What follows belongs to an exercise in optimizing a design on an open flow for small area and a short achievable clock period; a production flow would make more cautious choices. Function was checked by simulation only, so behaviour that the tests miss may differ from the original.

File: design/flow/config.mk
export PLATFORM = sky130hd
export DESIGN_NAME = notch_filter
export DESIGN_NICKNAME = notch_filter
export VERILOG_FILES = /design/flow/design.v
export SDC_FILE = /design/flow/constraint.sdc
export NUM_CORES = 4
export LEC_CHECK = 0
export CAP_MARGIN = 20
export CORE_MARGIN = 2
export CORE_UTILIZATION = 40
export SLEW_MARGIN = 20
export SYNTH_HIERARCHICAL = 1
File: design/flow/constraint.sdc
create_clock -name core_clock -period 12.0 [get_ports {clk}]
set_input_delay 2.4000 -clock core_clock [delete_from_list [all_inputs] [get_ports {clk}]]
set_output_delay 2.4000 -clock core_clock [all_outputs]
set_load 0.01 [all_outputs]
File: design/flow/design.v
`timescale 1ns / 1ps
module nf_fa (input logic a, input logic b, input logic c, output logic s, output logic co);
    assign s = a ^ b ^ c;
    assign co = (a & b) | (a & c) | (b & c);
endmodule
module nf_ha (input logic a, input logic b, output logic s, output logic co);
    assign s = a ^ b;
    assign co = a & b;
endmodule
module nf_csa8 (input logic [7:0] a, input logic [7:0] b, input logic [7:0] c, output logic [15:0] y);
    for (genvar i = 0; i < 8; i++) begin : g
        nf_fa u (.a(a[i]), .b(b[i]), .c(c[i]), .s(y[i]), .co(y[8 + i]));
    end
endmodule
module nf_add8 (input logic [7:0] a, input logic [7:0] b, input logic cin, output logic [8:0] y);
    logic [8:0] c;
    assign c[0] = cin;
    for (genvar i = 0; i < 8; i++) begin : g
        nf_fa u (.a(a[i]), .b(b[i]), .c(c[i]), .s(y[i]), .co(c[i + 1]));
    end
    assign y[8] = c[8];
endmodule
module notch_filter #(
    parameter int DATA_WIDTH = 16
)(
    input  logic                    clk,
    input  logic                    rst_n,
    input  logic                    valid_i,
    input  logic signed [DATA_WIDTH-1:0] data_i,
    output logic                    valid_o,
    output logic signed [DATA_WIDTH-1:0] data_o
);
    logic [15:0] x;
    logic [31:0] s1, s2;
    logic [8:1] p;
    logic n80;
    logic n81;
    logic n82;
    logic n83;
    logic n84;
    logic n85;
    logic n86;
    logic n87;
    logic n88;
    logic n89;
    logic n90;
    logic n91;
    logic n92;
    logic n93;
    logic n94;
    logic n95;
    logic n96;
    logic n97;
    logic n98;
    logic n99;
    logic n100;
    logic n101;
    logic n102;
    logic n103;
    logic n104;
    logic n105;
    logic n106;
    logic n107;
    logic n108;
    logic n109;
    logic n110;
    logic n111;
    logic n112;
    logic n113;
    logic n114;
    logic n115;
    logic n116;
    logic n117;
    logic n118;
    logic n119;
    logic n120;
    logic n121;
    logic n122;
    logic n123;
    logic n124;
    logic n125;
    logic n126;
    logic n127;
    logic n128;
    logic n129;
    logic n130;
    logic n131;
    logic n132;
    logic n133;
    logic n134;
    logic n135;
    logic n136;
    logic n137;
    logic n138;
    logic n139;
    logic n140;
    logic n141;
    logic n142;
    logic n143;
    logic n144;
    logic n145;
    logic n146;
    logic n147;
    logic n148;
    logic n149;
    logic n150;
    logic n151;
    logic n152;
    logic n153;
    logic n154;
    logic n155;
    logic n156;
    logic n157;
    logic n158;
    logic n159;
    logic n160;
    logic n161;
    logic n162;
    logic n163;
    logic n164;
    logic n165;
    logic n166;
    logic n167;
    logic n168;
    logic n169;
    logic n170;
    logic n171;
    logic n172;
    logic n173;
    logic n174;
    logic n175;
    logic n176;
    logic n177;
    logic n178;
    logic n179;
    logic n180;
    logic n181;
    logic n182;
    logic n183;
    logic n184;
    logic n185;
    logic n186;
    logic n187;
    logic n188;
    logic n189;
    logic n190;
    logic n191;
    logic n192;
    logic n193;
    logic n194;
    logic n195;
    logic n196;
    logic n197;
    logic n198;
    logic n199;
    logic n200;
    logic n201;
    logic n208;
    logic n209;
    logic n210;
    logic n211;
    logic n212;
    logic n213;
    logic n214;
    logic n215;
    logic n216;
    logic n217;
    logic n218;
    logic n219;
    logic n220;
    logic n221;
    logic n222;
    logic n223;
    logic n224;
    logic n225;
    logic n226;
    logic n227;
    logic n228;
    logic n229;
    logic n230;
    logic n231;
    logic n232;
    logic n233;
    logic n234;
    logic n235;
    logic n236;
    logic n237;
    logic n238;
    logic n239;
    logic n240;
    logic n241;
    logic n242;
    logic n243;
    logic n244;
    logic n245;
    logic n246;
    logic n247;
    logic n248;
    logic n249;
    logic n250;
    logic n251;
    logic n252;
    logic n253;
    logic n254;
    logic n255;
    logic n256;
    logic n257;
    logic n258;
    logic n259;
    logic n260;
    logic n261;
    logic n262;
    logic n263;
    logic n266;
    logic n267;
    logic n268;
    logic n269;
    logic n270;
    logic n271;
    logic n272;
    logic n273;
    logic n274;
    logic n275;
    logic n276;
    logic n277;
    logic n278;
    logic n279;
    logic n280;
    logic n281;
    logic n282;
    logic n283;
    logic n284;
    logic n285;
    logic n286;
    logic n287;
    logic n288;
    logic n289;
    logic n290;
    logic n291;
    logic n292;
    logic n293;
    logic n294;
    logic n295;
    logic n296;
    logic n297;
    logic n298;
    logic n299;
    logic n300;
    logic n301;
    logic n302;
    logic n303;
    logic n304;
    logic n305;
    logic n306;
    logic n307;
    logic n308;
    logic n309;
    logic n310;
    logic n311;
    logic n312;
    logic n313;
    logic n314;
    logic n315;
    logic n316;
    logic n317;
    logic n318;
    logic n319;
    logic n320;
    logic n321;
    logic n322;
    logic n323;
    logic n324;
    logic n325;
    logic n326;
    logic n327;
    logic n328;
    logic n329;
    logic n348;
    logic n349;
    logic n350;
    logic n351;
    logic n352;
    logic n353;
    logic n354;
    logic n355;
    logic n356;
    logic n357;
    logic n358;
    logic n359;
    logic n360;
    logic n361;
    logic n362;
    logic n363;
    logic n364;
    logic n365;
    logic n366;
    logic n367;
    logic n368;
    logic n369;
    logic n370;
    logic n371;
    logic n372;
    logic n373;
    logic n374;
    logic n375;
    logic n376;
    logic n377;
    logic n378;
    logic n379;
    logic n380;
    logic n381;
    logic n382;
    logic n383;
    logic n384;
    logic n385;
    logic n412;
    logic n413;
    logic n414;
    logic n415;
    logic n416;
    logic n417;
    logic n418;
    logic n419;
    logic n420;
    logic n421;
    logic n422;
    logic n423;
    logic n424;
    logic n425;
    logic n426;
    logic n427;
    logic n428;
    logic n429;
    logic n430;
    logic n431;
    logic n432;
    logic n433;
    logic n434;
    logic n435;
    logic n436;
    logic n437;
    logic n438;
    logic n439;
    logic n440;
    logic n441;
    logic n442;
    logic n443;
    logic n444;
    logic n445;
    logic n446;
    logic n447;
    logic n448;
    logic n449;
    logic n450;
    logic n451;
    logic n452;
    logic n453;
    logic n454;
    logic n455;
    logic n456;
    logic n457;
    logic n458;
    logic n459;
    logic n460;
    logic n461;
    logic n462;
    logic n463;
    logic n464;
    logic n465;
    logic n466;
    logic n467;
    logic n468;
    logic n469;
    logic n470;
    logic n471;
    logic n472;
    logic n473;
    logic n474;
    logic n475;
    logic n476;
    logic n477;
    logic n478;
    logic n479;
    logic n480;
    logic n481;
    logic n482;
    logic n483;
    logic n484;
    logic n485;
    logic n486;
    logic n487;
    logic n488;
    logic n489;
    logic n490;
    logic n491;
    logic n492;
    logic n493;
    logic n494;
    logic n495;
    logic n496;
    logic n497;
    logic n498;
    logic n499;
    logic n500;
    logic n501;
    logic n502;
    logic n503;
    logic n504;
    logic n505;
    logic n506;
    logic n507;
    logic n508;
    logic n509;
    logic n510;
    logic n511;
    logic n512;
    logic n513;
    logic n514;
    logic n515;
    logic n516;
    logic n517;
    logic n518;
    logic n519;
    logic n520;
    logic n521;
    logic n522;
    logic n523;
    logic n524;
    logic n525;
    logic n526;
    logic n527;
    logic n528;
    logic n529;
    logic n530;
    logic n531;
    logic n532;
    logic n533;
    logic n534;
    logic n535;
    logic n536;
    logic n537;
    logic n538;
    logic n539;
    logic n540;
    logic n541;
    logic n542;
    logic n543;
    logic n544;
    logic n545;
    logic n546;
    logic n547;
    logic n548;
    logic n549;
    logic n550;
    logic n551;
    logic n552;
    logic n553;
    logic n554;
    logic n555;
    logic n556;
    logic n557;
    logic n558;
    logic n559;
    logic n560;
    logic n561;
    logic n562;
    logic n563;
    logic n564;
    logic n565;
    logic n566;
    logic n567;
    logic n568;
    logic n569;
    logic n570;
    logic n571;
    logic n572;
    logic n573;
    logic n574;
    logic n575;
    logic n576;
    logic n577;
    logic n578;
    logic n579;
    logic n580;
    logic n581;
    logic n582;
    logic n583;
    logic n584;
    logic n585;
    logic n586;
    logic n587;
    logic n588;
    logic n589;
    logic n590;
    logic n591;
    logic n592;
    logic n593;
    logic n594;
    logic n595;
    logic n596;
    logic n597;
    logic xs1;
    logic xs2;
    logic xs3;
    logic n88_d1;
    logic n90_d1;
    logic n92_d1;
    logic n94_d1;
    logic n96_d1;
    logic n98_d1;
    logic n99_d1;
    logic n106_d1;
    logic n108_d1;
    logic n109_d1;
    logic n120_d1;
    logic n121_d1;
    logic n138_d1;
    logic n139_d1;
    logic n145_d1;
    logic n162_d1;
    logic n163_d1;
    logic n180_d1;
    logic n181_d1;
    logic n198_d1;
    logic n199_d1;
    logic n222_d1;
    logic n223_d1;
    logic n240_d1;
    logic n241_d1;
    logic n258_d1;
    logic n259_d1;
    logic n285_d1;
    logic n302_d1;
    logic n303_d1;
    logic n320_d1;
    logic n321_d1;
    logic n348_d1;
    logic n350_d1;
    logic n352_d1;
    logic n353_d1;
    logic n364_d1;
    logic n366_d1;
    logic n368_d1;
    logic n370_d1;
    logic n371_d1;
    logic n380_d1;
    logic n382_d1;
    logic n384_d1;
    logic n384_d2;
    logic n412_d1;
    logic n412_d2;
    logic n413_d1;
    logic n414_d1;
    logic n416_d1;
    logic n418_d1;
    logic n420_d1;
    logic n422_d1;
    logic n424_d1;
    logic n426_d1;
    logic n428_d1;
    logic n430_d1;
    logic n431_d1;
    logic n438_d1;
    logic n440_d1;
    logic n442_d1;
    logic n444_d1;
    logic n446_d1;
    logic n447_d1;
    logic n448_d1;
    logic n450_d1;
    logic n452_d1;
    logic n454_d1;
    logic n456_d1;
    logic n457_d1;
    logic n458_d1;
    logic n460_d1;
    logic n462_d1;
    logic n464_d1;
    logic n466_d1;
    logic n468_d1;
    logic n470_d1;
    logic n472_d1;
    logic n474_d1;
    logic n475_d1;
    logic n476_d1;
    logic n478_d1;
    logic n480_d1;
    logic n482_d1;
    logic n484_d1;
    logic n485_d1;
    logic n486_d1;
    logic n487_d1;
    logic n504_d1;
    logic n505_d1;
    logic n522_d1;
    logic n523_d1;
    logic n535_d1;
    logic n549_d1;
    logic n566_d1;
    logic n567_d1;
    logic n584_d1;
    logic n585_d1;
    logic xd15_1;
    nf_ha u80 (.a(x[2]), .b(x[0]), .s(n80), .co(n81));
    nf_fa u82 (.a(x[3]), .b(x[1]), .c(n81), .s(n82), .co(n83));
    nf_fa u84 (.a(x[4]), .b(x[2]), .c(n83), .s(n84), .co(n85));
    nf_fa u86 (.a(x[5]), .b(x[3]), .c(n85), .s(n86), .co(n87));
    nf_fa u88 (.a(x[6]), .b(x[4]), .c(n87), .s(n88), .co(n89));
    nf_fa u90 (.a(x[7]), .b(x[5]), .c(n89), .s(n90), .co(n91));
    nf_fa u92 (.a(x[8]), .b(x[6]), .c(n91), .s(n92), .co(n93));
    nf_fa u94 (.a(x[9]), .b(x[7]), .c(n93), .s(n94), .co(n95));
    nf_fa u96 (.a(x[10]), .b(x[8]), .c(n95), .s(n96), .co(n97));
    nf_fa u98 (.a(x[11]), .b(x[9]), .c(n97), .s(n98), .co(n99));
    nf_fa u100 (.a(x[12]), .b(x[10]), .c(n99_d1), .s(n100), .co(n101));
    nf_fa u102 (.a(x[13]), .b(x[11]), .c(n101), .s(n102), .co(n103));
    nf_fa u104 (.a(x[14]), .b(x[12]), .c(n103), .s(n104), .co(n105));
    nf_fa u106 (.a(xs1), .b(x[13]), .c(n105), .s(n106), .co(n107));
    nf_fa u108 (.a(xs1), .b(x[14]), .c(n107), .s(n108), .co(n109));
    nf_ha u110 (.a(n86), .b(x[0]), .s(n110), .co(n111));
    nf_fa u112 (.a(n88), .b(x[1]), .c(n111), .s(n112), .co(n113));
    nf_fa u114 (.a(n90), .b(n80), .c(n113), .s(n114), .co(n115));
    nf_fa u116 (.a(n92), .b(n82), .c(n115), .s(n116), .co(n117));
    nf_fa u118 (.a(n94), .b(n84), .c(n117), .s(n118), .co(n119));
    nf_fa u120 (.a(n96), .b(n86), .c(n119), .s(n120), .co(n121));
    nf_fa u122 (.a(n98_d1), .b(n88_d1), .c(n121_d1), .s(n122), .co(n123));
    nf_fa u124 (.a(n100), .b(n90_d1), .c(n123), .s(n124), .co(n125));
    nf_fa u126 (.a(n102), .b(n92_d1), .c(n125), .s(n126), .co(n127));
    nf_fa u128 (.a(n104), .b(n94_d1), .c(n127), .s(n128), .co(n129));
    nf_fa u130 (.a(n106), .b(n96_d1), .c(n129), .s(n130), .co(n131));
    nf_fa u132 (.a(n108), .b(n98_d1), .c(n131), .s(n132), .co(n133));
    nf_fa u134 (.a(n109), .b(n100), .c(n133), .s(n134), .co(n135));
    nf_fa u136 (.a(xs1), .b(n102), .c(n135), .s(n136), .co(n137));
    nf_fa u138 (.a(xs1), .b(n104), .c(n137), .s(n138), .co(n139));
    nf_fa u140 (.a(xs2), .b(n106_d1), .c(n139_d1), .s(n140), .co(n141));
    nf_fa u142 (.a(xs2), .b(n108_d1), .c(n141), .s(n142), .co(n143));
    nf_fa u144 (.a(xs2), .b(n109_d1), .c(n143), .s(n144), .co(n145));
    nf_ha u146 (.a(~x[1]), .b(~x[0]), .s(n146), .co(n147));
    nf_ha u148 (.a(~n80), .b(n147), .s(n148), .co(n149));
    nf_ha u150 (.a(~n82), .b(n149), .s(n150), .co(n151));
    nf_ha u152 (.a(~n84), .b(n151), .s(n152), .co(n153));
    nf_ha u154 (.a(~n110), .b(n153), .s(n154), .co(n155));
    nf_ha u156 (.a(~n112), .b(n155), .s(n156), .co(n157));
    nf_ha u158 (.a(~n114), .b(n157), .s(n158), .co(n159));
    nf_ha u160 (.a(~n116), .b(n159), .s(n160), .co(n161));
    nf_ha u162 (.a(~n118), .b(n161), .s(n162), .co(n163));
    nf_ha u164 (.a(~n120_d1), .b(n163_d1), .s(n164), .co(n165));
    nf_ha u166 (.a(~n122), .b(n165), .s(n166), .co(n167));
    nf_fa u168 (.a(x[0]), .b(~n124), .c(n167), .s(n168), .co(n169));
    nf_fa u170 (.a(x[1]), .b(~n126), .c(n169), .s(n170), .co(n171));
    nf_fa u172 (.a(x[2]), .b(~n128), .c(n171), .s(n172), .co(n173));
    nf_fa u174 (.a(x[3]), .b(~n130), .c(n173), .s(n174), .co(n175));
    nf_fa u176 (.a(x[4]), .b(~n132), .c(n175), .s(n176), .co(n177));
    nf_fa u178 (.a(x[5]), .b(~n134), .c(n177), .s(n178), .co(n179));
    nf_fa u180 (.a(x[6]), .b(~n136), .c(n179), .s(n180), .co(n181));
    nf_fa u182 (.a(x[7]), .b(~n138_d1), .c(n181_d1), .s(n182), .co(n183));
    nf_fa u184 (.a(x[8]), .b(~n140), .c(n183), .s(n184), .co(n185));
    nf_fa u186 (.a(x[9]), .b(~n142), .c(n185), .s(n186), .co(n187));
    nf_fa u188 (.a(x[10]), .b(~n144), .c(n187), .s(n188), .co(n189));
    nf_fa u190 (.a(x[11]), .b(~n145), .c(n189), .s(n190), .co(n191));
    nf_fa u192 (.a(x[12]), .b(~n145), .c(n191), .s(n192), .co(n193));
    nf_fa u194 (.a(x[13]), .b(~n145), .c(n193), .s(n194), .co(n195));
    nf_fa u196 (.a(x[14]), .b(~n145), .c(n195), .s(n196), .co(n197));
    nf_fa u198 (.a(xs2), .b(~n145), .c(n197), .s(n198), .co(n199));
    nf_fa u200 (.a(xs3), .b(~n145_d1), .c(n199_d1), .s(n200), .co(n201));
    nf_fa u208 (.a(x[3]), .b(n146), .c(n81), .s(n208), .co(n209));
    nf_fa u210 (.a(x[4]), .b(n148), .c(n209), .s(n210), .co(n211));
    nf_fa u212 (.a(x[5]), .b(n150), .c(n211), .s(n212), .co(n213));
    nf_fa u214 (.a(x[6]), .b(n152), .c(n213), .s(n214), .co(n215));
    nf_fa u216 (.a(x[7]), .b(n154), .c(n215), .s(n216), .co(n217));
    nf_fa u218 (.a(x[8]), .b(n156), .c(n217), .s(n218), .co(n219));
    nf_fa u220 (.a(x[9]), .b(n158), .c(n219), .s(n220), .co(n221));
    nf_fa u222 (.a(x[10]), .b(n160), .c(n221), .s(n222), .co(n223));
    nf_fa u224 (.a(x[11]), .b(n162_d1), .c(n223_d1), .s(n224), .co(n225));
    nf_fa u226 (.a(x[12]), .b(n164), .c(n225), .s(n226), .co(n227));
    nf_fa u228 (.a(x[13]), .b(n166), .c(n227), .s(n228), .co(n229));
    nf_fa u230 (.a(x[14]), .b(n168), .c(n229), .s(n230), .co(n231));
    nf_fa u232 (.a(xs1), .b(n170), .c(n231), .s(n232), .co(n233));
    nf_fa u234 (.a(xs1), .b(n172), .c(n233), .s(n234), .co(n235));
    nf_fa u236 (.a(xs1), .b(n174), .c(n235), .s(n236), .co(n237));
    nf_fa u238 (.a(xs1), .b(n176), .c(n237), .s(n238), .co(n239));
    nf_fa u240 (.a(xs1), .b(n178), .c(n239), .s(n240), .co(n241));
    nf_fa u242 (.a(xs2), .b(n180_d1), .c(n241_d1), .s(n242), .co(n243));
    nf_fa u244 (.a(xs2), .b(n182), .c(n243), .s(n244), .co(n245));
    nf_fa u246 (.a(xs2), .b(n184), .c(n245), .s(n246), .co(n247));
    nf_fa u248 (.a(xs2), .b(n186), .c(n247), .s(n248), .co(n249));
    nf_fa u250 (.a(xs2), .b(n188), .c(n249), .s(n250), .co(n251));
    nf_fa u252 (.a(xs2), .b(n190), .c(n251), .s(n252), .co(n253));
    nf_fa u254 (.a(xs2), .b(n192), .c(n253), .s(n254), .co(n255));
    nf_fa u256 (.a(xs2), .b(n194), .c(n255), .s(n256), .co(n257));
    nf_fa u258 (.a(xs2), .b(n196), .c(n257), .s(n258), .co(n259));
    nf_fa u260 (.a(xs3), .b(n198_d1), .c(n259_d1), .s(n260), .co(n261));
    nf_fa u262 (.a(xs3), .b(n200), .c(n261), .s(n262), .co(n263));
    nf_ha u266 (.a(s1[0]), .b(x[0]), .s(n266), .co(n267));
    nf_fa u268 (.a(s1[1]), .b(x[1]), .c(n267), .s(n268), .co(n269));
    nf_fa u270 (.a(s1[2]), .b(n80), .c(n269), .s(n270), .co(n271));
    nf_fa u272 (.a(s1[3]), .b(n208), .c(n271), .s(n272), .co(n273));
    nf_fa u274 (.a(s1[4]), .b(n210), .c(n273), .s(n274), .co(n275));
    nf_fa u276 (.a(s1[5]), .b(n212), .c(n275), .s(n276), .co(n277));
    nf_fa u278 (.a(s1[6]), .b(n214), .c(n277), .s(n278), .co(n279));
    nf_fa u280 (.a(s1[7]), .b(n216), .c(n279), .s(n280), .co(n281));
    nf_fa u282 (.a(s1[8]), .b(n218), .c(n281), .s(n282), .co(n283));
    nf_fa u284 (.a(s1[9]), .b(n220), .c(n283), .s(n284), .co(n285));
    nf_fa u286 (.a(s1[10]), .b(n222_d1), .c(n285_d1), .s(n286), .co(n287));
    nf_fa u288 (.a(s1[11]), .b(n224), .c(n287), .s(n288), .co(n289));
    nf_fa u290 (.a(s1[12]), .b(n226), .c(n289), .s(n290), .co(n291));
    nf_fa u292 (.a(s1[13]), .b(n228), .c(n291), .s(n292), .co(n293));
    nf_fa u294 (.a(s1[14]), .b(n230), .c(n293), .s(n294), .co(n295));
    nf_fa u296 (.a(s1[15]), .b(n232), .c(n295), .s(n296), .co(n297));
    nf_fa u298 (.a(s1[16]), .b(n234), .c(n297), .s(n298), .co(n299));
    nf_fa u300 (.a(s1[17]), .b(n236), .c(n299), .s(n300), .co(n301));
    nf_fa u302 (.a(s1[18]), .b(n238), .c(n301), .s(n302), .co(n303));
    nf_fa u304 (.a(s1[19]), .b(n240_d1), .c(n303_d1), .s(n304), .co(n305));
    nf_fa u306 (.a(s1[20]), .b(n242), .c(n305), .s(n306), .co(n307));
    nf_fa u308 (.a(s1[21]), .b(n244), .c(n307), .s(n308), .co(n309));
    nf_fa u310 (.a(s1[22]), .b(n246), .c(n309), .s(n310), .co(n311));
    nf_fa u312 (.a(s1[23]), .b(n248), .c(n311), .s(n312), .co(n313));
    nf_fa u314 (.a(s1[24]), .b(n250), .c(n313), .s(n314), .co(n315));
    nf_fa u316 (.a(s1[25]), .b(n252), .c(n315), .s(n316), .co(n317));
    nf_fa u318 (.a(s1[26]), .b(n254), .c(n317), .s(n318), .co(n319));
    nf_fa u320 (.a(s1[27]), .b(n256), .c(n319), .s(n320), .co(n321));
    nf_fa u322 (.a(s1[28]), .b(n258_d1), .c(n321_d1), .s(n322), .co(n323));
    nf_fa u324 (.a(s1[29]), .b(n260), .c(n323), .s(n324), .co(n325));
    nf_fa u326 (.a(s1[30]), .b(n262), .c(n325), .s(n326), .co(n327));
    nf_fa u328 (.a(s1[31]), .b(n262), .c(n327), .s(n328), .co(n329));
    nf_ha u348 (.a(~x[0]), .b(n294), .s(n348), .co(n349));
    nf_fa u350 (.a(~x[1]), .b(n296), .c(n349), .s(n350), .co(n351));
    nf_fa u352 (.a(~x[2]), .b(n298), .c(n351), .s(n352), .co(n353));
    nf_fa u354 (.a(x[3]), .b(s1[17]), .c(~n353_d1), .s(n354), .co(n355));
    nf_fa u356 (.a(x[4]), .b(~n302_d1), .c(n355), .s(n356), .co(n357));
    nf_fa u358 (.a(x[5]), .b(~n304), .c(n357), .s(n358), .co(n359));
    nf_fa u360 (.a(x[6]), .b(~n306), .c(n359), .s(n360), .co(n361));
    nf_fa u362 (.a(x[7]), .b(~n308), .c(n361), .s(n362), .co(n363));
    nf_fa u364 (.a(x[8]), .b(~n310), .c(n363), .s(n364), .co(n365));
    nf_fa u366 (.a(x[9]), .b(~n312), .c(n365), .s(n366), .co(n367));
    nf_fa u368 (.a(x[10]), .b(~n314), .c(n367), .s(n368), .co(n369));
    nf_fa u370 (.a(x[11]), .b(~n316), .c(n369), .s(n370), .co(n371));
    nf_fa u372 (.a(x[12]), .b(s1[26]), .c(n371_d1), .s(n372), .co(n373));
    nf_fa u374 (.a(x[13]), .b(~n320_d1), .c(n373), .s(n374), .co(n375));
    nf_fa u376 (.a(x[14]), .b(~n322), .c(n375), .s(n376), .co(n377));
    nf_fa u378 (.a(xs3), .b(~n324), .c(n377), .s(n378), .co(n379));
    nf_fa u380 (.a(xs3), .b(~n326), .c(n379), .s(n380), .co(n381));
    nf_fa u382 (.a(xs3), .b(~n328), .c(n381), .s(n382), .co(n383));
    nf_fa u384 (.a(xs3), .b(~n328), .c(n383), .s(n384), .co(n385));
    nf_ha u412 (.a(~n350), .b(~n348), .s(n412), .co(n413));
    nf_fa u414 (.a(n352_d1), .b(n350_d1), .c(~n413_d1), .s(n414), .co(n415));
    nf_fa u416 (.a(~n354), .b(n352_d1), .c(n415), .s(n416), .co(n417));
    nf_fa u418 (.a(n356), .b(n354), .c(~n417), .s(n418), .co(n419));
    nf_fa u420 (.a(n358), .b(n356), .c(n419), .s(n420), .co(n421));
    nf_fa u422 (.a(n360), .b(n358), .c(n421), .s(n422), .co(n423));
    nf_fa u424 (.a(n362), .b(n360), .c(n423), .s(n424), .co(n425));
    nf_fa u426 (.a(n364), .b(n362), .c(n425), .s(n426), .co(n427));
    nf_fa u428 (.a(n366), .b(n364), .c(n427), .s(n428), .co(n429));
    nf_fa u430 (.a(n368), .b(n366), .c(n429), .s(n430), .co(n431));
    nf_fa u432 (.a(n370_d1), .b(n368_d1), .c(n431_d1), .s(n432), .co(n433));
    nf_fa u434 (.a(n372), .b(n370_d1), .c(n433), .s(n434), .co(n435));
    nf_fa u436 (.a(n374), .b(n372), .c(n435), .s(n436), .co(n437));
    nf_fa u438 (.a(n376), .b(n374), .c(n437), .s(n438), .co(n439));
    nf_fa u440 (.a(n378), .b(n376), .c(n439), .s(n440), .co(n441));
    nf_fa u442 (.a(n380), .b(n378), .c(n441), .s(n442), .co(n443));
    nf_fa u444 (.a(n382), .b(n380), .c(n443), .s(n444), .co(n445));
    nf_fa u446 (.a(n384), .b(n382), .c(n445), .s(n446), .co(n447));
    nf_ha u448 (.a(n420), .b(~n348_d1), .s(n448), .co(n449));
    nf_fa u450 (.a(n422), .b(n412_d1), .c(n449), .s(n450), .co(n451));
    nf_fa u452 (.a(n424), .b(~n414), .c(n451), .s(n452), .co(n453));
    nf_fa u454 (.a(n426), .b(~n416), .c(n453), .s(n454), .co(n455));
    nf_fa u456 (.a(n428), .b(n418), .c(n455), .s(n456), .co(n457));
    nf_fa u458 (.a(n430_d1), .b(n420_d1), .c(n457_d1), .s(n458), .co(n459));
    nf_fa u460 (.a(n432), .b(n422_d1), .c(n459), .s(n460), .co(n461));
    nf_fa u462 (.a(n434), .b(n424_d1), .c(n461), .s(n462), .co(n463));
    nf_fa u464 (.a(n436), .b(n426_d1), .c(n463), .s(n464), .co(n465));
    nf_fa u466 (.a(n438), .b(n428_d1), .c(n465), .s(n466), .co(n467));
    nf_fa u468 (.a(n440), .b(n430_d1), .c(n467), .s(n468), .co(n469));
    nf_fa u470 (.a(n442), .b(n432), .c(n469), .s(n470), .co(n471));
    nf_fa u472 (.a(n444), .b(n434), .c(n471), .s(n472), .co(n473));
    nf_fa u474 (.a(n446), .b(n436), .c(n473), .s(n474), .co(n475));
    nf_fa u476 (.a(n447_d1), .b(n438_d1), .c(n475_d1), .s(n476), .co(n477));
    nf_fa u478 (.a(n447_d1), .b(n440_d1), .c(n477), .s(n478), .co(n479));
    nf_fa u480 (.a(n447_d1), .b(n442_d1), .c(n479), .s(n480), .co(n481));
    nf_fa u482 (.a(n447_d1), .b(n444_d1), .c(n481), .s(n482), .co(n483));
    nf_fa u484 (.a(n447_d1), .b(n446_d1), .c(n483), .s(n484), .co(n485));
    nf_ha u486 (.a(n454), .b(~n348_d1), .s(n486), .co(n487));
    nf_fa u488 (.a(n456_d1), .b(n412_d2), .c(n487_d1), .s(n488), .co(n489));
    nf_fa u490 (.a(n458), .b(~n414_d1), .c(n489), .s(n490), .co(n491));
    nf_fa u492 (.a(n460), .b(~n416_d1), .c(n491), .s(n492), .co(n493));
    nf_fa u494 (.a(n462), .b(n418_d1), .c(n493), .s(n494), .co(n495));
    nf_fa u496 (.a(n464), .b(n448_d1), .c(n495), .s(n496), .co(n497));
    nf_fa u498 (.a(n466), .b(n450_d1), .c(n497), .s(n498), .co(n499));
    nf_fa u500 (.a(n468), .b(n452_d1), .c(n499), .s(n500), .co(n501));
    nf_fa u502 (.a(n470), .b(n454_d1), .c(n501), .s(n502), .co(n503));
    nf_fa u504 (.a(n472), .b(n456_d1), .c(n503), .s(n504), .co(n505));
    nf_fa u506 (.a(n474_d1), .b(n458_d1), .c(n505_d1), .s(n506), .co(n507));
    nf_fa u508 (.a(n476), .b(n460_d1), .c(n507), .s(n508), .co(n509));
    nf_fa u510 (.a(n478), .b(n462_d1), .c(n509), .s(n510), .co(n511));
    nf_fa u512 (.a(n480), .b(n464_d1), .c(n511), .s(n512), .co(n513));
    nf_fa u514 (.a(n482), .b(n466_d1), .c(n513), .s(n514), .co(n515));
    nf_fa u516 (.a(n484), .b(n468_d1), .c(n515), .s(n516), .co(n517));
    nf_fa u518 (.a(n485), .b(n470_d1), .c(n517), .s(n518), .co(n519));
    nf_fa u520 (.a(n485), .b(n472_d1), .c(n519), .s(n520), .co(n521));
    nf_fa u522 (.a(n485), .b(n474_d1), .c(n521), .s(n522), .co(n523));
    nf_fa u524 (.a(n485_d1), .b(n476_d1), .c(n523_d1), .s(n524), .co(n525));
    nf_fa u526 (.a(n485_d1), .b(n478_d1), .c(n525), .s(n526), .co(n527));
    nf_fa u528 (.a(n485_d1), .b(n480_d1), .c(n527), .s(n528), .co(n529));
    nf_fa u530 (.a(n485_d1), .b(n482_d1), .c(n529), .s(n530), .co(n531));
    nf_fa u532 (.a(n485_d1), .b(n484_d1), .c(n531), .s(n532), .co(n533));
    nf_ha u534 (.a(~n348), .b(s2[0]), .s(n534), .co(n535));
    nf_fa u536 (.a(n412_d1), .b(s2[1]), .c(n535_d1), .s(n536), .co(n537));
    nf_fa u538 (.a(~n414), .b(s2[2]), .c(n537), .s(n538), .co(n539));
    nf_fa u540 (.a(~n416), .b(s2[3]), .c(n539), .s(n540), .co(n541));
    nf_fa u542 (.a(n418), .b(s2[4]), .c(n541), .s(n542), .co(n543));
    nf_fa u544 (.a(n448), .b(s2[5]), .c(n543), .s(n544), .co(n545));
    nf_fa u546 (.a(n450), .b(s2[6]), .c(n545), .s(n546), .co(n547));
    nf_fa u548 (.a(n452), .b(s2[7]), .c(n547), .s(n548), .co(n549));
    nf_fa u550 (.a(n486_d1), .b(s2[8]), .c(n549_d1), .s(n550), .co(n551));
    nf_fa u552 (.a(n488), .b(s2[9]), .c(n551), .s(n552), .co(n553));
    nf_fa u554 (.a(n490), .b(s2[10]), .c(n553), .s(n554), .co(n555));
    nf_fa u556 (.a(n492), .b(s2[11]), .c(n555), .s(n556), .co(n557));
    nf_fa u558 (.a(n494), .b(s2[12]), .c(n557), .s(n558), .co(n559));
    nf_fa u560 (.a(n496), .b(s2[13]), .c(n559), .s(n560), .co(n561));
    nf_fa u562 (.a(n498), .b(s2[14]), .c(n561), .s(n562), .co(n563));
    nf_fa u564 (.a(n500), .b(s2[15]), .c(n563), .s(n564), .co(n565));
    nf_fa u566 (.a(n502), .b(s2[16]), .c(n565), .s(n566), .co(n567));
    nf_fa u568 (.a(n504_d1), .b(s2[17]), .c(n567_d1), .s(n568), .co(n569));
    nf_fa u570 (.a(n506), .b(s2[18]), .c(n569), .s(n570), .co(n571));
    nf_fa u572 (.a(n508), .b(s2[19]), .c(n571), .s(n572), .co(n573));
    nf_fa u574 (.a(n510), .b(s2[20]), .c(n573), .s(n574), .co(n575));
    nf_fa u576 (.a(n512), .b(s2[21]), .c(n575), .s(n576), .co(n577));
    nf_fa u578 (.a(n514), .b(s2[22]), .c(n577), .s(n578), .co(n579));
    nf_fa u580 (.a(n516), .b(s2[23]), .c(n579), .s(n580), .co(n581));
    nf_fa u582 (.a(n518), .b(s2[24]), .c(n581), .s(n582), .co(n583));
    nf_fa u584 (.a(n520), .b(s2[25]), .c(n583), .s(n584), .co(n585));
    nf_fa u586 (.a(n522_d1), .b(s2[26]), .c(n585_d1), .s(n586), .co(n587));
    nf_fa u588 (.a(n524), .b(s2[27]), .c(n587), .s(n588), .co(n589));
    nf_fa u590 (.a(n526), .b(s2[28]), .c(n589), .s(n590), .co(n591));
    nf_fa u592 (.a(n528), .b(s2[29]), .c(n591), .s(n592), .co(n593));
    nf_fa u594 (.a(n530), .b(s2[30]), .c(n593), .s(n594), .co(n595));
    nf_fa u596 (.a(n532), .b(s2[31]), .c(n595), .s(n596), .co(n597));
    always_ff @(posedge clk) begin
        xs1 <= x[15];
        xs2 <= xs1;
        xs3 <= xs2;
        n88_d1 <= n88;
        n90_d1 <= n90;
        n92_d1 <= n92;
        n94_d1 <= n94;
        n96_d1 <= n96;
        n98_d1 <= n98;
        n99_d1 <= n99;
        n106_d1 <= n106;
        n108_d1 <= n108;
        n109_d1 <= n109;
        n120_d1 <= n120;
        n121_d1 <= n121;
        n138_d1 <= n138;
        n139_d1 <= n139;
        n145_d1 <= n145;
        n162_d1 <= n162;
        n163_d1 <= n163;
        n180_d1 <= n180;
        n181_d1 <= n181;
        n198_d1 <= n198;
        n199_d1 <= n199;
        n222_d1 <= n222;
        n223_d1 <= n223;
        n240_d1 <= n240;
        n241_d1 <= n241;
        n258_d1 <= n258;
        n259_d1 <= n259;
        n285_d1 <= n285;
        n302_d1 <= n302;
        n303_d1 <= n303;
        n320_d1 <= n320;
        n321_d1 <= n321;
        n348_d1 <= n348;
        n350_d1 <= n350;
        n352_d1 <= n352;
        n353_d1 <= n353;
        n364_d1 <= n364;
        n366_d1 <= n366;
        n368_d1 <= n368;
        n370_d1 <= n370;
        n371_d1 <= n371;
        n380_d1 <= n380;
        n382_d1 <= n382;
        n384_d1 <= n384;
        n384_d2 <= n384_d1;
        n412_d1 <= n412;
        n412_d2 <= n412_d1;
        n413_d1 <= n413;
        n414_d1 <= n414;
        n416_d1 <= n416;
        n418_d1 <= n418;
        n420_d1 <= n420;
        n422_d1 <= n422;
        n424_d1 <= n424;
        n426_d1 <= n426;
        n428_d1 <= n428;
        n430_d1 <= n430;
        n431_d1 <= n431;
        n438_d1 <= n438;
        n440_d1 <= n440;
        n442_d1 <= n442;
        n444_d1 <= n444;
        n446_d1 <= n446;
        n447_d1 <= n447;
        n448_d1 <= n448;
        n450_d1 <= n450;
        n452_d1 <= n452;
        n454_d1 <= n454;
        n456_d1 <= n456;
        n457_d1 <= n457;
        n458_d1 <= n458;
        n460_d1 <= n460;
        n462_d1 <= n462;
        n464_d1 <= n464;
        n466_d1 <= n466;
        n468_d1 <= n468;
        n470_d1 <= n470;
        n472_d1 <= n472;
        n474_d1 <= n474;
        n475_d1 <= n475;
        n476_d1 <= n476;
        n478_d1 <= n478;
        n480_d1 <= n480;
        n482_d1 <= n482;
        n484_d1 <= n484;
        n485_d1 <= n485;
        n486_d1 <= n486;
        n487_d1 <= n487;
        n504_d1 <= n504;
        n505_d1 <= n505;
        n522_d1 <= n522;
        n523_d1 <= n523;
        n535_d1 <= n535;
        n549_d1 <= n549;
        n566_d1 <= n566;
        n567_d1 <= n567;
        n584_d1 <= n584;
        n585_d1 <= n585;
        xd15_1 <= x[15];
        if (valid_i) x <= data_i;
    end
    always_ff @(posedge clk or negedge rst_n) begin
        if (!rst_n) begin
            p  <= '0;
            s1 <= '0;
            s2 <= '0;
        end else begin
            p <= {p[7:1], valid_i};
            if (p[2]) s1[0] <= n534;
            if (p[3]) s1[1] <= n536;
            if (p[3]) s1[2] <= n538;
            if (p[3]) s1[3] <= n540;
            if (p[3]) s1[4] <= n542;
            if (p[3]) s1[5] <= n544;
            if (p[3]) s1[6] <= n546;
            if (p[3]) s1[7] <= n548;
            if (p[4]) s1[8] <= n550;
            if (p[4]) s1[9] <= n552;
            if (p[4]) s1[10] <= n554;
            if (p[4]) s1[11] <= n556;
            if (p[4]) s1[12] <= n558;
            if (p[4]) s1[13] <= n560;
            if (p[2]) s1[14] <= ~n294;
            if (p[4]) s1[14] <= n562;
            if (p[2]) s1[15] <= ~n296;
            if (p[4]) s1[15] <= n564;
            if (p[2]) s1[16] <= ~n298;
            if (p[5]) s1[16] <= n566_d1;
            if (p[2]) s1[17] <= ~n300;
            if (p[5]) s1[17] <= n568;
            if (p[3]) s1[18] <= ~n302_d1;
            if (p[5]) s1[18] <= n570;
            if (p[3]) s1[19] <= ~n304;
            if (p[5]) s1[19] <= n572;
            if (p[3]) s1[20] <= ~n306;
            if (p[5]) s1[20] <= n574;
            if (p[3]) s1[21] <= ~n308;
            if (p[5]) s1[21] <= n576;
            if (p[3]) s1[22] <= ~n310;
            if (p[5]) s1[22] <= n578;
            if (p[3]) s1[23] <= ~n312;
            if (p[5]) s1[23] <= n580;
            if (p[3]) s1[24] <= ~n314;
            if (p[5]) s1[24] <= n582;
            if (p[3]) s1[25] <= ~n316;
            if (p[6]) s1[25] <= n584_d1;
            if (p[3]) s1[26] <= ~n318;
            if (p[6]) s1[26] <= n586;
            if (p[4]) s1[27] <= ~n320_d1;
            if (p[6]) s1[27] <= n588;
            if (p[4]) s1[28] <= ~n322;
            if (p[6]) s1[28] <= n590;
            if (p[4]) s1[29] <= ~n324;
            if (p[6]) s1[29] <= n592;
            if (p[4]) s1[30] <= ~n326;
            if (p[6]) s1[30] <= n594;
            if (p[4]) s1[31] <= ~n328;
            if (p[6]) s1[31] <= n596;
            if (p[5]) s2[7:0] <= ds_s2;
            if (p[6]) s2[15:8] <= ds_s2;
            if (p[7]) s2[23:16] <= ds_s2;
            if (p[8]) s2[31:24] <= ds_s2;
        end
    end
    logic [15:0] ds_xq1;
    logic [15:0] ds_xq2;
    logic [15:0] ds_xq3;
    logic [7:0] ds_x, ds_q, ds_d, ds_e, ds_e5, ds_e165, ds_t2, ds_s2;
    logic [7:0] ds_rd, ds_rd1, ds_rd2, ds_rd3, ds_re, ds_re165, ds_dr, ds_qr;
    logic [1:0] ds_eh, ds_e165h;
    logic [6:0] ds_e5h;
    logic [7:0] ds_re5, ds_v, ds_w;
    logic [15:0] ds_cs;
    logic ds_ca1, ds_ca2, ds_cb1, ds_cb2, ds_cc1, ds_cc2;
    logic [8:0] ds_sa1, ds_sa2, ds_sb1, ds_sb2, ds_sc1, ds_sc2;
    nf_add8 u_ds_sa2 (.a(ds_dr), .b(ds_qr), .cin(ds_ca2), .y(ds_sa2));
    assign ds_e = ds_sa2[7:0];
    nf_add8 u_ds_sb1 (.a(ds_e), .b({ds_e[5:0], ds_eh}), .cin(ds_cb1), .y(ds_sb1));
    assign ds_e5 = ds_sb1[7:0];
    nf_add8 u_ds_sc1 (.a(ds_e), .b({ds_rd1[1:0], ds_rd2[7:2]}), .cin(ds_cc1), .y(ds_sc1));
    assign ds_t2 = ds_sc1[7:0];
    assign ds_v = ~{ds_re5[5:0], ds_e5h[6:5]};
    assign ds_w = ~{ds_re5[0], ds_e5h};
    nf_csa8 u_ds_cs (.a(ds_re), .b(ds_v), .c(ds_w), .y(ds_cs));
    nf_add8 u_ds_sc2 (.a(ds_cs[7:0]), .b({ds_cs[14:8], ds_cb2}), .cin(ds_cc2), .y(ds_sc2));
    assign ds_s2 = ds_sc2[7:0];
    always_ff @(posedge clk) begin
        ds_dr <= p[3] ? {n362, n360, n358, n356, n354, ~n352_d1, ~n350_d1, ~n348_d1} : p[4] ? {n378, n376, n374, n372, n370_d1, n368_d1, n366_d1, n364_d1} : p[5] ? {n384_d1, n384_d1, n384_d1, n384_d1, n384_d1, n384_d1, n382_d1, n380_d1} : {n384_d2, n384_d2, n384_d2, n384_d2, n384_d2, n384_d2, n384_d2, n384_d2};
        ds_qr <= p[3] ? {~n308, ~n306, ~n304, ~n302_d1, s1[17], s1[16], s1[15], s1[14]} : p[4] ? {~n324, ~n322, ~n320_d1, s1[26], s1[25], s1[24], s1[23], s1[22]} : p[5] ? {s1[31], s1[31], s1[31], s1[31], s1[31], s1[31], s1[31], s1[30]} : {s1[31], s1[31], s1[31], s1[31], s1[31], s1[31], s1[31], s1[31]};
        ds_ca2 <= p[3] | ds_sa2[8];
        ds_cb1 <= ~p[3] & ds_sb1[8];
        ds_cc1 <= ~p[3] & ds_sc1[8];
        ds_eh <= p[3] ? 2'b0 : ds_e[7:6];
        ds_rd1 <= p[3] ? 8'b0 : ds_dr;
        ds_rd2 <= (p[3] | p[4]) ? 8'b0 : ds_rd1;
        ds_re <= ds_t2;
        ds_re5 <= ds_e5;
        ds_cb2 <= p[4] | ds_cs[15];
        ds_cc2 <= p[4] | ds_sc2[8];
        ds_e5h <= p[4] ? 7'b0 : ds_re5[7:1];
    end
    assign valid_o = p[4];
    assign data_o[0] = ~s1[14];
    assign data_o[1] = ~s1[15];
    assign data_o[2] = ~s1[16];
    assign data_o[3] = ~s1[17];
    assign data_o[4] = ~s1[18];
    assign data_o[5] = ~s1[19];
    assign data_o[6] = ~s1[20];
    assign data_o[7] = ~s1[21];
    assign data_o[8] = ~s1[22];
    assign data_o[9] = ~s1[23];
    assign data_o[10] = ~s1[24];
    assign data_o[11] = ~s1[25];
    assign data_o[12] = ~s1[26];
    assign data_o[13] = n320_d1;
    assign data_o[14] = n322;
    assign data_o[15] = n324;
endmodule
File: design/flow/run.sh
#!/bin/bash
# synth_recipe.tcl (not shown) runs the flow's synth.tcl, then flattens the netlist and writes it again
# the make line also repeats each setting of config.mk as NAME=value (left out here)
make -C /OpenROAD-flow-scripts/flow DESIGN_CONFIG=/design/flow/config.mk WORK_HOME=/design/flow/orfs CLKGATE_MAP_FILE= SYNTH_SCRIPT=/design/flow/synth_recipe.tcl finish
==> impl_metrics.json, run 1 <==
{
  "status": "complete, no violations",
  "grt_first_pass_wirelength_mm": 39.40,
  "htree_levels": 1,
  "grt_pass1_vias": 6697,
  "yosysWarnings": 7,
  "worst_pin_slew_ps": 967.6,
  "fin_crit_ps": 5209,
  "num_antenna_cells": 0,
  "hold_slack_ps": 343.3,
  "synth_top_family_by_area": "adder cells",
  "ctsResizeCount": 0,
  "cts_setup_buffers": 0,
  "ys_top_cells_by_area": "fa_1, dfxtp_1, dfrtp_1",
  "yosysMostFrequentCell": "fa_1",
  "dp_hpwl_mm": 19.67,
  "r2r_slack_ps": 6790,
  "slew_headroom_pct": 35.50,
  "dieArea_um2": 32800,
  "drc": 0,
  "cts.path.max_buffers": 3,
  "end_kind": "flip-flop",
  "multi_input_area_um2": 6599,
  "area_growth_pct": 12.93,
  "seq_area_frac_synth_pct": 43.88,
  "final_nets": 1137,
  "cp_max_fo": 5,
  "synth-seq-cells": 249,
  "grtUsageMet3_pct": 2.338,
  "die_h_um": 181.1,
  "crit_type": "flip-flop to flip-flop",
  "rsz0062_at_grt": "false",
  "cp.required_ps": 12410,
  "critPathLaunchType": "flip-flop",
  "cts_tree": "built",
  "synth_xor_area_share_pct": 0,
  "synthSimpleGateAreaFrac_pct": 2.682,
  "gr-usage-met2_pct": 25.35,
  "max-cap-violations": 0,
  "antenna_left": 0,
  "setup-tns-final_ps": 0,
  "yosys-mux-area-fraction_pct": 4.607,
  "drt_iter0_markers": 252,
  "pin_count": 36,
  "seq_area_um2": 5505,
  "critical_path_arrival_ps": 5620,
  "numCtsBuffers": 27,
  "syn_inst": 802,
  "grt_max_degree": 70,
  "gr-max-usage-layer": "met2",
  "num_rows": 64,
  "synth_top_area_share_pct": 40.53,
  "wire_per_inst_um": 19.53,
  "synth_edf_count": 16,
  "fmax_ghz": 0.1920,
  "ctsHoldBuffers": 0,
  "dr.pass1.iters": 4,
  "syn_nets": 1094,
  "finalHoldViolCount": 0,
  "via_per_inst": 4.609,
  "initial_core_util_pct": 40.80,
  "slew_violations": 0,
  "setup_viol": 0,
  "gp_congestion": 0.7899,
  "grt_usage_pct": 16.04,
  "post_synth.cell_area_avg_um2": 15.64,
  "synth-adder-area-share_pct": 42.42,
  "die_x_um": 181.1,
  "hp-class": "flip-flop to flip-flop",
  "yosysTopAreaCell": "fa_1",
  "core_area_um2": 30750,
  "path_clk_slew_ps": 60,
  "clk_latency_ps": 540,
  "clock-sinks": 249,
  "ys_top_cells_by_count": "fa_1, dfxtp_1, inv_1",
  "fin_util_pct": 46.08,
  "layout-drive-gt1-share_pct": 12.82,
  "cts_root_buf": "clkbuf_16",
  "vias": 5817,
  "use_met1_pct": 23.69,
  "synthArstFlopShare_pct": 28.92,
  "finClkSkew_ps": 9.954,
  "synthesis.area_um2": 12550,
  "wl_mm": 24.64,
  "grt-ovfl-total": 0,
  "timing.final.crit_share_pct": 43.41,
  "fillerInstances": 2759,
  "synth_ff_type": "dfxtp_1",
  "synth_compound_gate_area_share_pct": 2.882,
  "synth_cell_types": 31,
  "antenna_found_initial": 2,
  "io_buffers": 35
}
## Yosys stat by module, one instance, submodules excluded, a selection
module,flops+latches,copies in the design
nf_add8,0,4
nf_fa,0,254
nf_ha,0,19
notch_filter,249,1
## layout by cell type, fill, tap and decap left out, drive strengths merged, types with 6 or more instances in the layout
cell,count
clkdlybuf4s50,34
fa,254
inv,83
mux2,46
clkbuf,35
and2,7
ha,19
a21oi,7
nor2,10
nor2b,16
nand2,31
edfxtp,16
o21ai,31
dfrtp,72
clkinv,8
dfxtp,161
mux2i,6
## area by class of cell
cell class / instances / share of cell area (%)
clock buffer: 35 / 5.413
clock inverter: 15 / 0.9360
inverter: 78 / 2.066
multi-input combinational: 450 / 46.57
sequential: 249 / 38.85
tap: 396 / 3.497
timing repair buffer: 39 / 2.667
## per-layer routing
metal | wire, um | part of all wire [%]
met3 | 841 | 3.4
met2 | 11480 | 47
met1 | 11860 | 48
met5 | 0 | 0
met4 | 463 | 1.9
## cells by family (layout without fill, tap and decap cells)
group                    after synthesis  in the layout
AO/OA/AOI/OAI                         55             55
adder cells (fa/ha/maj)              273            273
buffers and inverters                103            167
flip-flops                           249            249
multiplexers                          52             52
AND/OR/NAND/NOR                       70             70
## stage by stage
stage / worst slack (ps) / area, um^2 / instances
final: 6791 / 14170 / 1262
after global routing: 6511 / 14170 / 1262
after CTS: 6699 / 14170 / 1262
after detailed placement: 6708 / 13270 / 1212
after global placement: 6740 / 13270 / 1212
after floorplan: 6997 / 12550 / 802
## critical path, stage by stage, from the launching register on
cell and delay (ps):
edfxtp_1 620, fa_1 660, fa_1 590, fa_1 480, fa_1 400, fa_1 400
fa_1 510, fa_1 530, fa_1 440, fa_1 450
## worst paths after layout
kind,startpoint,end,cells past startpoint
max,x[12]$_DFFE_PP_,n566_d1$_DFF_P_,9
min,x[15]$_DFFE_PP_,xs1$_DFF_P_,0
max reg2reg,x[12]$_DFFE_PP_,n566_d1$_DFF_P_,9
min reg2reg,x[15]$_DFFE_PP_,xs1$_DFF_P_,0
max in group asynchronous,rst_n,s1[24]$_DFFE_PN0P_,2
min in group asynchronous,rst_n,s2[30]$_DFFE_PN0P_,1
## state kept, by name, summed over array words and instances (netlist names), 2 cells and up
register and cells:
ds_dr 8, ds_e5h 7, ds_eh 2, ds_qr 8, ds_rd1 8, ds_rd2 6, ds_re 8, ds_re5 8
p 8, s1 32, s2 32, x 16
==> inputs of run 2 (changes only) <==
--- a/design/flow/design.v
+++ b/design/flow/design.v
@@ -616,4 +616,4 @@
     nf_fa u104 (.a(x[14]), .b(x[12]), .c(n103), .s(n104), .co(n105));
-    nf_fa u106 (.a(xs1), .b(x[13]), .c(n105), .s(n106), .co(n107));
-    nf_fa u108 (.a(xs1), .b(x[14]), .c(n107), .s(n108), .co(n109));
+    nf_fa u106 (.a(x[15]), .b(x[13]), .c(n105), .s(n106), .co(n107));
+    nf_fa u108 (.a(x[15]), .b(x[14]), .c(n107), .s(n108), .co(n109));
     nf_ha u110 (.a(n86), .b(x[0]), .s(n110), .co(n111));
@@ -631,7 +631,7 @@
     nf_fa u134 (.a(n109), .b(n100), .c(n133), .s(n134), .co(n135));
-    nf_fa u136 (.a(xs1), .b(n102), .c(n135), .s(n136), .co(n137));
-    nf_fa u138 (.a(xs1), .b(n104), .c(n137), .s(n138), .co(n139));
+    nf_fa u136 (.a(x[15]), .b(n102), .c(n135), .s(n136), .co(n137));
+    nf_fa u138 (.a(x[15]), .b(n104), .c(n137), .s(n138), .co(n139));
     nf_fa u140 (.a(xs2), .b(n106_d1), .c(n139_d1), .s(n140), .co(n141));
     nf_fa u142 (.a(xs2), .b(n108_d1), .c(n141), .s(n142), .co(n143));
-    nf_fa u144 (.a(xs2), .b(n109_d1), .c(n143), .s(n144), .co(n145));
+    nf_fa u144 (.a(x[15]), .b(n109_d1), .c(n143), .s(n144), .co(n145));
     nf_ha u146 (.a(~x[1]), .b(~x[0]), .s(n146), .co(n147));
@@ -685,7 +685,7 @@
     nf_fa u248 (.a(xs2), .b(n186), .c(n247), .s(n248), .co(n249));
-    nf_fa u250 (.a(xs2), .b(n188), .c(n249), .s(n250), .co(n251));
-    nf_fa u252 (.a(xs2), .b(n190), .c(n251), .s(n252), .co(n253));
+    nf_fa u250 (.a(xs1), .b(n188), .c(n249), .s(n250), .co(n251));
+    nf_fa u252 (.a(x[15]), .b(n190), .c(n251), .s(n252), .co(n253));
     nf_fa u254 (.a(xs2), .b(n192), .c(n253), .s(n254), .co(n255));
-    nf_fa u256 (.a(xs2), .b(n194), .c(n255), .s(n256), .co(n257));
-    nf_fa u258 (.a(xs2), .b(n196), .c(n257), .s(n258), .co(n259));
+    nf_fa u256 (.a(xs1), .b(n194), .c(n255), .s(n256), .co(n257));
+    nf_fa u258 (.a(x[15]), .b(n196), .c(n257), .s(n258), .co(n259));
     nf_fa u260 (.a(xs3), .b(n198_d1), .c(n259_d1), .s(n260), .co(n261));
--- a/design/flow/config.mk
+++ b/design/flow/config.mk
@@ -10,2 +10,4 @@
 export CORE_UTILIZATION = 40
+export CTS_CLUSTER_DIAMETER = 80
+export CTS_CLUSTER_SIZE = 24
 export SLEW_MARGIN = 20
==> run 2 against run 1 <==
  * Critical path depth is 6 lower
  * Design area is 2.3% lower
  * Setup slack better by 33 ps
  * Maximum frequency is 0.63% higher
  * Routed wire length hardly changed
  * Clock skew is 16 ps higher
==> impl_metrics.json, run 2 <==
{
  "setup_viol": 0,
  "dieArea_um2": 32800,
  "hp-class": "flip-flop to flip-flop",
  "num_rows": 64,
  "ys_top_cells_by_area": "fa_1, dfxtp_1, dfrtp_1",
  "wl_mm": 24.63,
  "layout_common_cells": "fa_1, dfxtp_1, inv_1, dfrtp_1, mux2_2",
  "wire_per_inst_um": 19.88,
  "antenna_left": 0,
  "dr_wl_met2_mm": 11.50,
  "status": "complete, no violations",
  "synthesis.area_um2": 12550,
  "gp_congestion": 0.7799,
  "synth_edf_count": 16,
  "drc": 0,
  "synth-seq-cells": 249,
  "place_inst": 1211,
  "timing.final.crit_share_pct": 43.13,
  "end_kind": "primary output",
  "cts_setup_buffers": 0,
  "cts_tree": "built",
  "dp_hpwl_mm": 19.74,
  "r2r_slack_ps": 6840,
  "synth_cell_types": 31,
  "syn_nets": 1094,
  "final_cells": 1239,
  "wl_met1_mm": 11.80,
  "num_antenna_cells": 0,
  "fillerInstances": 2763,
  "critical_path_arrival_ps": 2780,
  "die_x_um": 181.1,
  "numCtsBuffers": 16,
  "critPathLaunchType": "flip-flop",
  "cp_max_fo": 7,
  "max-cap-violations": 0,
  "core_area_um2": 30750,
  "yosysMostFrequentCell": "fa_1",
  "path_clk_slew_ps": 90,
  "crit_slowest_cell": "dfxtp_1",
  "cp_cell_sequence": "fa_1, fa_1, clkdlybuf4s50_1",
  "seq_area_frac_synth_pct": 43.88,
  "dr.pass1.iters": 6,
  "grt-ovfl-total": 0,
  "highest_layer": "met4",
  "grt_usage_pct": 16.03,
  "setup-tns-final_ps": 0,
  "post_synth.cell_area_avg_um2": 15.64,
  "slew_violations": 0,
  "pin_count": 36,
  "fmax_ghz": 0.1932,
  "crit_family": "adder cells",
  "yosysWarnings": 7,
  "die_h_um": 181.1,
  "synth_ff_type": "dfxtp_1",
  "ctsHoldBuffers": 0,
  "cpMostUsedCell": "fa_1",
  "initial_core_util_pct": 40.80,
  "worst_pin_slew_ps": 969.8,
  "ys_top_cells_by_count": "fa_1, dfxtp_1, inv_1",
  "clock-sinks": 249,
  "synthArstFlopShare_pct": 28.92,
  "io_buffers": 35,
  "finClkSkew_ps": 26.27,
  "area_growth_pct": 10.37,
  "crit_type": "flip-flop to primary output",
  "antenna_found_initial": 2,
  "cts_root_buf": "clkbuf_16",
  "final_common_cell": "fa_1",
  "layout-drive-gt1-share_pct": 10.56,
  "grt_first_pass_wirelength_mm": 39.23,
  "cpPeakStageDelay_ps": 640,
  "cts.path.max_buffers": 3,
  "grt_pass1_vias": 6579,
  "drt_iter0_markers": 206,
  "rsz0062_at_grt": "false",
  "finalHoldViolCount": 0,
  "ctsResizeCount": 0,
  "clk_latency_ps": 510,
  "final_nets": 1126,
  "syn_inst": 802,
  "via_per_inst": 4.599,
  "synth_top_area_share_pct": 40.53,
  "slew_headroom_pct": 35.35,
  "grt_max_degree": 73,
  "critPathBufInv": 1,
  "wl_met3_um": 738,
  "fin_crit_ps": 5176,
  "yosysTopAreaCell": "fa_1",
  "htree_levels": 1,
  "vias": 5698,
  "reg_top3": "s1 x32, s2 x32, x x16",
  "cp.required_ps": 9600
}
[run 2: cell counts after synthesis]
Identical to the previous run, type by type.
[run 2: kinds of logic (layout without fill, tap and decap cells)]
kind of cell	count (synthesis)	after routing	synth area share, %
buffers and inverters	103	144	3.530
AOI/OAI and AO/OA	55	55	2.882
and+or+nand+nor	70	70	2.682
adders and majority gates	273	273	42.42
muxes	52	52	4.607
DFF	249	249	43.88
[run 2: cell type report]
type / count / area (um^2) / area share (%)
Clock buffer: 21 / 483.0 / 3.488
Multi-Input combinational cell: 450 / 6599 / 47.65
Timing Repair Buffer: 39 / 397.9 / 2.873
Tap cell: 396 / 495.5 / 3.578
Inverter: 78 / 292.8 / 2.114
Sequential cell: 249 / 5505 / 39.75
Clock inverter: 6 / 75.07 / 0.5421
[run 2: path summary, 6_finish.rpt]
| check | startpoint | to | cells after the start |
|---|---|---|---|
| max | xs3$_DFF_P_ | data_o[15] | 3 |
| min | n384_d1$_DFF_P_ | n384_d2$_DFF_P_ | 0 |
| max reg2reg | x[12]$_DFFE_PP_ | n566_d1$_DFF_P_ | 9 |
| min reg2reg | n384_d1$_DFF_P_ | n384_d2$_DFF_P_ | 0 |
| max in group asynchronous | rst_n | s2[25]$_DFFE_PN0P_ | 2 |
| min in group asynchronous | rst_n | s1[24]$_DFFE_PN0P_ | 1 |
[run 2: Yosys stat by module (local to each module, per instance), a selection]
module | flops+latches | times used | cell area (um^2)
nf_ha | 0 | 19 | 12.51
nf_add8 | 0 | 4 | 7.507
nf_fa | 0 | 254 | 20.02
notch_filter | 249 | 1 | 7194
[run 2: metrics by stage]
step / instance area (um^2) / setup WS [ps] / utilization [%] / hold slack (ps)
floorplan: 12550 / 7113 / - / 331.1
global placement: 13260 / 6861 / 43.13 / 335.9
detailed placement: 13260 / 6793 / 43.13 / 342.6
CTS: 13820 / 6779 / 44.95 / 360.9
global route: 13850 / 6656 / 45.04 / 380.2
finish: 13850 / 6824 / 45.04 / 361.0
[run 2: layer usage]
layer | GRT usage (%) | vias to the layer above
li1 | - | 2556
met1 | 23.75 | 3023
met2 | 25.32 | 84
met3 | 1.996 | 35
met4 | 3.935 | 0
met5 | 0 | -
==> inputs of run 3 (changes only) <==
--- a/design/flow/config.mk
+++ b/design/flow/config.mk
@@ -10,4 +10,2 @@
 export CORE_UTILIZATION = 40
-export CTS_CLUSTER_DIAMETER = 80
-export CTS_CLUSTER_SIZE = 24
 export SLEW_MARGIN = 20
==> run 3 against run 2 <==
  * Core utilization is 0.93 points higher
  * Routed wire length is 1.7% higher
  * Count of clock-buffer cells in the layout is 15 higher
  * Die area stayed put
  * Critical path depth stayed put
  * Synthesized area stayed put
  * Non-clock buffer count stayed put
  * Cell count is 1.6% higher
  * Setup slack worse by 30 ps
  * First-iteration DRC count is 12% higher
  * Critical endpoint unchanged
  * Largest cell class unchanged
  * Highest routed layer unchanged
==> impl_metrics.json, run 3 <==
{
  "worst_pin_slew_ps": 1001,
  "post_synth.cell_area_avg_um2": 15.64,
  "yosysWarnings": 7,
  "critical_path_arrival_ps": 2810,
  "seq_area_frac_synth_pct": 43.88,
  "htree_levels": 1,
  "reg2reg_depth": 9,
  "num_antenna_cells": 0,
  "cp_max_fo": 7,
  "ctsHoldBuffers": 0,
  "die_x_um": 181.1,
  "layout-drive-gt1-share_pct": 11.59,
  "setup-tns-final_ps": 0,
  "synthArstFlopShare_pct": 28.92,
  "startpoint": "xs3$_DFF_P_",
  "fin_crit_ps": 5207,
  "dr.pass1.iters": 4,
  "finalHoldViolCount": 0,
  "rsz0062_at_grt": "false",
  "cp.required_ps": 9600,
  "drt_iter0_markers": 230,
  "cpMostUsedCell": "fa_1",
  "finClkSkew_ps": 28.11,
  "yosysMostFrequentCell": "fa_1",
  "gp_congestion": 0.7799,
  "clk_latency_ps": 550,
  "cpPeakStageDelay_ps": 630,
  "fin_util_pct": 45.97,
  "regToRegStartpoint": "x[12]$_DFFE_PP_",
  "r2r_end": "n566_d1$_DFF_P_",
  "cts_setup_buffers": 0,
  "synth_top_area_share_pct": 40.53,
  "grt_pass1_vias": 6716,
  "timing.final.crit_share_pct": 43.39,
  "via_per_inst": 4.635,
  "grt_usage_pct": 16.34,
  "crit_type": "flip-flop to primary output",
  "final_nets": 1137,
  "place_inst": 1211,
  "wl_mm": 25.04,
  "numCtsBuffers": 27,
  "synth_edf_count": 16,
  "hold_depth": 0,
  "syn_nets": 1094,
  "critPathLaunchType": "flip-flop",
  "end_kind": "primary output",
  "synth_cell_types": 31,
  "slew_violations": 0,
  "wire_per_inst_um": 19.89,
  "ys_top_cells_by_area": "fa_1, dfxtp_1, dfrtp_1",
  "fillerInstances": 2747,
  "synthesis.area_um2": 12550,
  "syn_inst": 802,
  "num_rows": 64,
  "path_clk_slew_ps": 60,
  "cp_cell_sequence": "fa_1, fa_1, clkdlybuf4s50_1",
  "crit_family": "adder cells",
  "io_buffers": 35,
  "critPathBufInv": 1,
  "status": "complete, no violations",
  "fmax_ghz": 0.1921,
  "hp-class": "flip-flop to flip-flop",
  "final_cells": 1259,
  "dp_hpwl_mm": 19.74,
  "setup_viol": 0,
  "slew_headroom_pct": 33.28,
  "hold_slack_ps": 353.9,
  "yosysTopAreaCell": "fa_1",
  "crit_slowest_cell": "dfxtp_1",
  "clock-sinks": 249,
  "synth_ff_type": "dfxtp_1",
  "max-cap-violations": 0,
  "r2r_slack_ps": 6810,
  "vias": 5835,
  "drc": 0,
  "area_growth_pct": 12.65,
  "synth-seq-cells": 249,
  "cts_tree": "built",
  "cts.path.max_buffers": 3,
  "core_area_um2": 30750,
  "grt_first_pass_wirelength_mm": 39.88,
  "min-delay-start": "n384_d1$_DFF_P_",
  "grt_max_degree": 73,
  "pin_count": 36,
  "antenna_found_initial": 2,
  "layout_common_cells": "fa_1, dfxtp_1, inv_1, dfrtp_1, mux2_2",
  "ctsResizeCount": 0,
  "dieArea_um2": 32800,
  "cts_root_buf": "clkbuf_16",
  "initial_core_util_pct": 40.80,
  "final_common_cell": "fa_1",
  "reg_top3": "s1 x32, s2 x32, x x16",
  "die_h_um": 181.1,
  "antenna_left": 0,
  "grt-ovfl-total": 0,
  "ys_top_cells_by_count": "fa_1, dfxtp_1, inv_1",
  "hold_path_end": "n384_d2$_DFF_P_"
}
[run 3: cells by family after synthesis]
logic type	Yosys count	share of synthesized area, %
AO/OA/AOI/OAI	55	2.882
flip-flops	249	43.88
buffers and inverters	103	3.530
AND/OR/NAND/NOR	70	2.682
multiplexers	52	4.607
adder cells (fa/ha/maj)	273	42.42
[run 3: how the worst max path moves through the flow]
stage | endpoint | slack [ps] | cells after the start
floorplan | n566_d1$_DFF_P_ | 7110 | 9
global placement | n566_d1$_DFF_P_ | 6860 | 9
detailed placement | n566_d1$_DFF_P_ | 6790 | 9
CTS | data_o[15] | 6740 | 3
global route | n566_d1$_DFF_P_ | 6630 | 9
finish | data_o[15] | 6790 | 3
[run 3: cell type report]
cell class	count	area (um^2)	area share [%]
clock buffer	36	729.5	5.161
multi-input combinational	450	6599	46.68
tap	396	495.5	3.505
clock inverter	11	115.1	0.8144
timing repair buffer	39	397.9	2.815
sequential	249	5505	38.95
inverter	78	292.8	2.071
[run 3: per-layer routing]
| metal | vias up | routed length [um] | GRT usage (%) | part of all wire [%] |
|---|---|---|---|---|
| met5 | - | 0 | 0 | 0 |
| met4 | 0 | 595 | 4.130 | 2.4 |
| li1 | 2583 | - | - | - |
| met2 | 103 | 11840 | 25.89 | 47 |
| met1 | 3106 | 11660 | 23.90 | 47 |
| met3 | 43 | 950 | 2.358 | 3.8 |
[run 3: Yosys stat by module, one instance, submodules excluded, excerpt]
module | cells | area (um^2)
nf_fa | 1 | 20.02
notch_filter | 525 | 7194
nf_add8 | 1 | 7.507
nf_ha | 1 | 12.51
[run 3: stage by stage]
step           area (um^2)  setup WS [ps]
2_1_floorplan        12550           7113
3_3_place_gp         13260           6861
3_5_place_dp         13260           6793
4_1_cts              14110           6742
5_1_grt              14130           6630
6_report             14130           6793

static timing again, ports no longer ideal:
No port has a modelled driver above. Below, the same layouts with a new extraction and two added sets of constraints.
Step 1, drivers: a clkbuf_16 drives clk and a buf_2 each remaining input, both assumed.
Step 2 adds t to the input delays and takes it off the output delays; t is the mean of the earliest and latest rising clock arrival at the registers after step 1. Input paths then give back, and output paths get back, about the clock's delay inside the block.
a / b / c = ideal / step 1 / step 2; a / b = the first two.
| run | t (ns) | setup slack, ns | worst setup path after step 2 |
|---|---|---|---|
| run 1 | 0.590 | 6.791 / 6.754 / 6.791 | register to register |
| run 2 | 0.538 | 6.824 / 6.781 / 6.837 | register to register |
| run 3 | 0.589 | 6.793 / 6.745 / 6.812 | register to register |
After both steps every run listed still meets setup and hold.
